This is an optimization exercise on Yosys and OpenROAD, whose aim is small area and a short achievable clock period, not a production implementation.
The RTL was checked by simulation tests, not by an equivalence proof against the original design.
Power figures rest on the tool's default switching activity, not on a simulated workload.

==> inputs of 04-23 <==
Design Processador, start of the top module:
module Processador (Reset, unidade, dezena, centena, milhar, uniPC, dezPC,
entradaFPGA, clkFPGA, Instrucao, SaidaPC, saidaULA, uniFPGA, dezFPGA, checkBanco,
DadoLidoMemoria, zeroflag, DadoLeitura1, DadoLeitura2);
clock: 250.0 ns
lec_check: 0
abc_area: 1
cap_margin: 20
cell_pad_in_sites_detail_placement: 1
cell_pad_in_sites_global_placement: 2
core_margin: 2
core_utilization: 30
cts_cluster_diameter: 60
cts_cluster_size: 25
place_density: 0.45
slew_margin: 20
run.sh (not shown) runs the stock make flow with config.mk's settings and CLKGATE_MAP_FILE= SYNTH_SCRIPT=/design/flow/synth_recipe.tcl, a recipe that flattens the netlist after the stock synthesis.
==> 05-18 (differences from 04-23) <==
Settings changed: ABC_AREA 1 to default, CTS_CLUSTER_DIAMETER 60 to default, CTS_CLUSTER_SIZE 25 to default.
==> 09-14 (differences from 04-23) <==
--- a/flow/design.v
+++ b/flow/design.v
@@ -1,89 +1,70 @@
-module DivMul (mul, a, d, q, r);
-	input mul;
+module DivisorRestaurador (a, d, q, r);
 	input [31:0] a, d;
 	output [31:0] q, r;
 	wire [32:0] hz;
 	assign hz[32] = 1'b1;
 	genvar k, i;
 	generate
 		for (k = 31; k >= 0; k = k - 1) begin : HZ
 			assign hz[k] = hz[k+1] & ~d[k];
 		end
 	endgenerate
-	wire [31:0] dx = mul ? d : ~d;
-	wire cin = ~mul;
 	wire [31:0] rs [0:32];
 	assign rs[0] = 32'd0;
 	generate
 		for (i = 0; i < 32; i = i + 1) begin : ROW
 			localparam W = i + 1;
-			wire bin = ~mul & a[31-i];
 			wire [W-1:0] t;
 			if (i == 0) begin : T0
-				assign t = bin;
+				assign t = a[31];
 			end else begin : TN
-				assign t = {rs[i][W-2:0], bin};
-			end
-			wire [W:0] sm = {1'b0, t} + {1'b0, dx[W-1:0]} + {{W{1'b0}}, cin};
-			wire qb = hz[W] & sm[W];
+				assign t = {rs[i][W-2:0], a[31-i]};
+			end
+			wire [W:0] df = {1'b0, t} - {1'b0, d[W-1:0]};
+			wire qb = hz[W] & ~df[W];
 			assign q[31-i] = qb;
-			wire sel = (sm[W] & hz[W] & ~mul) | (mul & a[31-i]);
-			wire [W-1:0] rn = sel ? sm[W-1:0] : t;
+			wire [W-1:0] rn = qb ? df[W-1:0] : t;
 			if (W < 32) begin : PAD
 				assign rs[i+1] = {{(32-W){1'b0}}, rn};
 			end else begin : NOPAD
 				assign rs[i+1] = rn;
 			end
 		end
 	endgenerate
 	assign r = rs[32];
 endmodule
-module Soma3 (d, y);
-	input [3:0] d;
-	output [3:0] y;
-	assign y[3] = d[3] | (d[2] & d[0]) | (d[2] & d[1]);
-	assign y[2] = (d[3] & d[0]) | (d[2] & ~d[1] & ~d[0]);
-	assign y[1] = (d[3] & ~d[0]) | (~d[2] & d[1]) | (d[1] & d[0]);
-	assign y[0] = (d[3] & ~d[0]) | (~d[3] & ~d[2] & d[0]) | (d[2] & d[1] & ~d[0]);
-endmodule
 module BinBCD4 (bin, bcd);
 	input [31:0] bin;
-	output [15:0] bcd;
-	wire [15:0] st [0:32];
-	assign st[0] = 16'd0;
-	genvar n;
-	generate
-		for (n = 0; n < 32; n = n + 1) begin : ST
-			wire [15:0] adj;
-			Soma3 D0 (.d(st[n][3:0]),   .y(adj[3:0]));
-			Soma3 D1 (.d(st[n][7:4]),   .y(adj[7:4]));
-			Soma3 D2 (.d(st[n][11:8]),  .y(adj[11:8]));
-			Soma3 D3 (.d(st[n][15:12]), .y(adj[15:12]));
-			assign st[n+1] = {adj[14:0], bin[31-n]};
-		end
-	endgenerate
-	assign bcd = st[32];
-endmodule
-module BinBCD2x9 (bin, bcd);
-	input [8:0] bin;
-	output [7:0] bcd;
-	wire [7:0] st [0:9];
-	assign st[0] = 8'd0;
-	genvar n;
-	generate
-		for (n = 0; n < 9; n = n + 1) begin : ST
-			wire [7:0] adj;
-			Soma3 D0 (.d(st[n][3:0]), .y(adj[3:0]));
-			Soma3 D1 (.d(st[n][7:4]), .y(adj[7:4]));
-			assign st[n+1] = {adj[6:0], bin[8-n]};
-		end
-	endgenerate
-	assign bcd = st[9];
+	output reg [15:0] bcd;
+	integer n;
+	always @(*) begin
+		bcd = 16'd0;
+		for (n = 31; n >= 0; n = n - 1) begin
+			if (bcd[3:0]   >= 5) bcd[3:0]   = bcd[3:0]   + 4'd3;
+			if (bcd[7:4]   >= 5) bcd[7:4]   = bcd[7:4]   + 4'd3;
+			if (bcd[11:8]  >= 5) bcd[11:8]  = bcd[11:8]  + 4'd3;
+			if (bcd[15:12] >= 5) bcd[15:12] = bcd[15:12] + 4'd3;
+			bcd = {bcd[14:0], bin[n]};
+		end
+	end
+endmodule
+module BinBCD2 (bin, bcd);
+	input [31:0] bin;
+	output reg [7:0] bcd;
+	integer n;
+	always @(*) begin
+		bcd = 8'd0;
+		for (n = 31; n >= 0; n = n - 1) begin
+			if (bcd[3:0] >= 5) bcd[3:0] = bcd[3:0] + 4'd3;
+			if (bcd[7:4] >= 5) bcd[7:4] = bcd[7:4] + 4'd3;
+			bcd = {bcd[6:0], bin[n]};
+		end
+	end
 endmodule
 module Seg7 (d, s);
 	input [3:0] d;
 	output reg [6:0] s;
 	always @(*) begin
 		case (d)
 			4'd0: s = 7'b1000000;
 			4'd1: s = 7'b1111001;
@@ -166,34 +147,36 @@
 	wire [31:0] A = rdA;
 	wire [31:0] B = rdB;
 	wire subm = oSUB | oLT | oGT;
 	wire [31:0] Bimm = oNOP ? {23'd0, F3} : (oIN ? {23'd0, F2} : B);
 	wire [32:0] sum = {1'b0, A} + {1'b0, subm ? ~Bimm : Bimm} + {32'd0, subm};
 	wire eq = (A == B);
 	wire lt = ~sum[32];
 	wire gt = ~lt & ~eq;
+	wire [31:0] prod = A * B;
 	wire [31:0] quo, resto;
-	DivMul DIV (.mul(oMUL), .a(A), .d(B), .q(quo), .r(resto));
+	DivisorRestaurador DIV (.a(A), .d(B), .q(quo), .r(resto));
 	reg [31:0] shin, shl_out;
 	always @(*) begin
 		for (k = 0; k < 32; k = k + 1) shin[k] = oSHL ? A[31-k] : A[k];
 	end
 	wire [31:0] shr_out = (|B[31:5]) ? 32'd0 : (shin >> B[4:0]);
 	always @(*) begin
 		for (k = 0; k < 32; k = k + 1) shl_out[k] = shr_out[31-k];
 	end
 	wire selImm2 = oLI | oSTR | oLD | oJAL;
 	wire selImm1 = oJMP | oBRK;
 	wire selEq = oEQ | oBEQ;
 	wire selSum = oADD | oSUB | oNOP | oIN;
 	assign saidaULA =
 		({32{selSum}} & sum[31:0]) |
+		({32{oMUL}}   & prod) |
 		({32{oDIV}}   & quo) |
-		({32{oREM | oMUL}} & resto) |
+		({32{oREM}}   & resto) |
 		({32{oAND}}   & (A & B)) |
 		({32{oOR}}    & (A | B)) |
 		({32{oXOR}}   & (A ^ B)) |
 		({32{oNOT}}   & ~A) |
 		({32{oSHR}}   & shr_out) |
 		({32{oSHL}}   & shl_out) |
 		({32{selEq}}  & (eq ? 32'd1 : B)) |
 		({32{oGT}}    & {31'd0, gt}) |
@@ -228,57 +211,42 @@
 	end
 	assign DadoLidoMemoria = addrOk ? (oSTR ? rdC : mrd) : 32'd0;
 	assign we = oALU | oIN | oLI | oJAL | oLD;
 	assign wdata = oALU ? saidaULA :
 	               oIN  ? {27'd0, entradaFPGA} :
 	               oLI  ? {23'd0, F2} :
 	               oJAL ? SaidaPC : DadoLidoMemoria;
 	reg [31:0] PC, NPC;
-	reg [7:0] PCd, NPCd;
 	wire [31:0] pc1 = PC + 32'd1;
 	wire taken = eq | (B == 32'd1);
-	wire jF1 = oJMP | oBRK | (oBEQ & taken);
-	wire [8:0] jimm = oJAL ? F2 : F1;
-	wire [7:0] jimmd;
-	BinBCD2x9 CJ (.bin(jimm), .bcd(jimmd));
-	wire pcmax = &PC;
-	wire [7:0] pc1d = pcmax ? 8'h00 :
-	                  (PCd[3:0] != 4'd9) ? {PCd[7:4], PCd[3:0] + 4'd1} :
-	                  (PCd[7:4] != 4'd9) ? {PCd[7:4] + 4'd1, 4'd0} : 8'h00;
 	always @(posedge clkFPGA) begin
-		if (Reset) begin
-			NPC <= 32'd0; NPCd <= 8'h00;
-		end else if (jF1 | oJAL) begin
-			NPC <= {23'd0, jimm}; NPCd <= jimmd;
-		end else begin
-			NPC <= pc1; NPCd <= pc1d;
-		end
-		if (oNOP) begin
-			PC <= NPC; PCd <= NPCd;
-		end else if (oBRK | Reset) begin
-			PC <= 32'd0; PCd <= 8'h00;
-		end else begin
-			PC <= NPC; PCd <= NPCd;
-		end
+		if (Reset) NPC <= 32'd0;
+		else if (oJMP | oBRK) NPC <= {23'd0, F1};
+		else if (oJAL) NPC <= {23'd0, F2};
+		else if (oBEQ & taken) NPC <= {23'd0, F1};
+		else NPC <= pc1;
+		if (oNOP) PC <= NPC;
+		else if (oBRK | Reset) PC <= 32'd0;
+		else PC <= NPC;
 	end
 	assign SaidaPC = PC;
 	wire [15:0] bU;
 	BinBCD4 CU (.bin(B), .bcd(bU));
 	wire [6:0] sU0, sU1, sU2, sU3;
 	Seg7 S0 (.d(bU[3:0]),   .s(sU0));
 	Seg7 S1 (.d(bU[7:4]),   .s(sU1));
 	Seg7 S2 (.d(bU[11:8]),  .s(sU2));
 	Seg7 S3 (.d(bU[15:12]), .s(sU3));
 	assign unidade = oOUT ? sU0 : 7'b1111111;
 	assign dezena  = oOUT ? sU1 : 7'b1111111;
 	assign centena = oOUT ? sU2 : 7'b1111111;
 	assign milhar  = oOUT ? sU3 : 7'b1111111;
 	wire [7:0] bP;
-	assign bP = PCd;
+	BinBCD2 CP (.bin(PC), .bcd(bP));
 	Seg7 S4 (.d(bP[3:0]), .s(uniPC));
 	Seg7 S5 (.d(bP[7:4]), .s(dezPC));
 	wire [3:0] fU = (entradaFPGA >= 5'd30) ? entradaFPGA - 5'd30 :
 	                (entradaFPGA >= 5'd20) ? entradaFPGA - 5'd20 :
 	                (entradaFPGA >= 5'd10) ? entradaFPGA - 5'd10 : entradaFPGA[3:0];
 	wire [3:0] fD = (entradaFPGA >= 5'd30) ? 4'd3 :
 	                (entradaFPGA >= 5'd20) ? 4'd2 :
 	                (entradaFPGA >= 5'd10) ? 4'd1 : 4'd0;
Settings changed: ABC_AREA 1 to default, CTS_CLUSTER_DIAMETER 60 to default, CTS_CLUSTER_SIZE 25 to default.
==> comparison table <==
quantity	04-23	09-14	05-18
Run status	finished clean	finished clean	complete, but fails checks
Reasons for failing layout checks	-	-	antenna violations
DR WL met3	106000 microns	87400 microns	96600 microns
Reg2Reg Capture Point	RF[0].d[14]	RF[17].d[18]	RF[14].d[12]
Overall global routing resource usage	39.6%	36.8%	40.2%
P&R area growth vs syn	15.0%	14.3%	14.7%
Register-to-Register Setup Slack	137.44 ns	115.15 ns	113.93 ns
Routability Congestion	1.05	0.983	1.02
Switch share	62.2%	55.4%	57.2%
Fin crit period	214.22 ns	236.73 ns	237.49 ns
Worst vdd rail ir drop	5.98 mV	4.92 mV	4.88 mV
Setup WS pre-CTS	36.03 ns	14.89 ns	14.75 ns
Critical Path Slowest Stage Cell	sky130_fd_sc_hd__nand3_1	sky130_fd_sc_hd__clkdlybuf4s50_1	sky130_fd_sc_hd__clkdlybuf4s50_1
Met1 Resource Use GR	52.4%	44.9%	47.9%
Met3 track utilization from global routing	14.1%	9.89%	12.3%
Routed vias	139000	140000	136000
Repair and plain buffers	914	956	953
Terminating pin of the worst hold path	PC[12]	PC[14]	PC[28]
Depth of the worst hold-timing path	2	1	1
Area of all placed cells without fillers	0.148 sq mm	0.167 sq mm	0.149 sq mm
Delay contributed by the slowest stage of the critical path	0.75 ns	0.96 ns	1.03 ns
Insertion delay of the later-clocked pin in the worst-skew pair	0.92 ns	0.89 ns	0.95 ns
Distinct cells, synth	83	131	154
Multiplexer fraction of the synthesized cell area	0.0389%	5.52%	3.30%
End of the critical path	DadoLidoMemoria[29]	DadoLidoMemoria[3]	DadoLidoMemoria[11]

[afterwards: timing with drivers on the ports]
No port has a modelled driver above. Below, the same layouts with a new extraction and two added sets of constraints.
Step 1 sets driving cells, clkbuf_16 on the clock port and buf_2 on the other inputs (assumed; they add their load-dependent delay and slew).
Step 2 times the ports against the registers' clock, not the clock port: input delays grow and output delays shrink by t, the midpoint of the rising clock arrivals with the driver on.
Slacks: no drivers / after step 1 / after step 2; pairs: no drivers / after step 1.
| run | t, ns | slack for setup (ns) | latest minus earliest clock arrival (ns) | worst register clock-pin slew, ns |
|---|---|---|---|---|
| 04-23 | 0.995 | 35.781 / 35.737 / 35.737 | 0.090 / 0.091 | 0.11 / 0.11 |
| 05-18 | 1.015 | 12.509 / 12.357 / 12.357 | 0.089 / 0.090 | 0.08 / 0.08 |
| 09-14 | 0.972 | 13.269 / 12.968 / 12.968 | 0.096 / 0.096 | 0.08 / 0.08 |
For 09-14, which loses most, drivers alone change the setup slack by -0.301 ns; drivers and shift together by -0.301 ns.
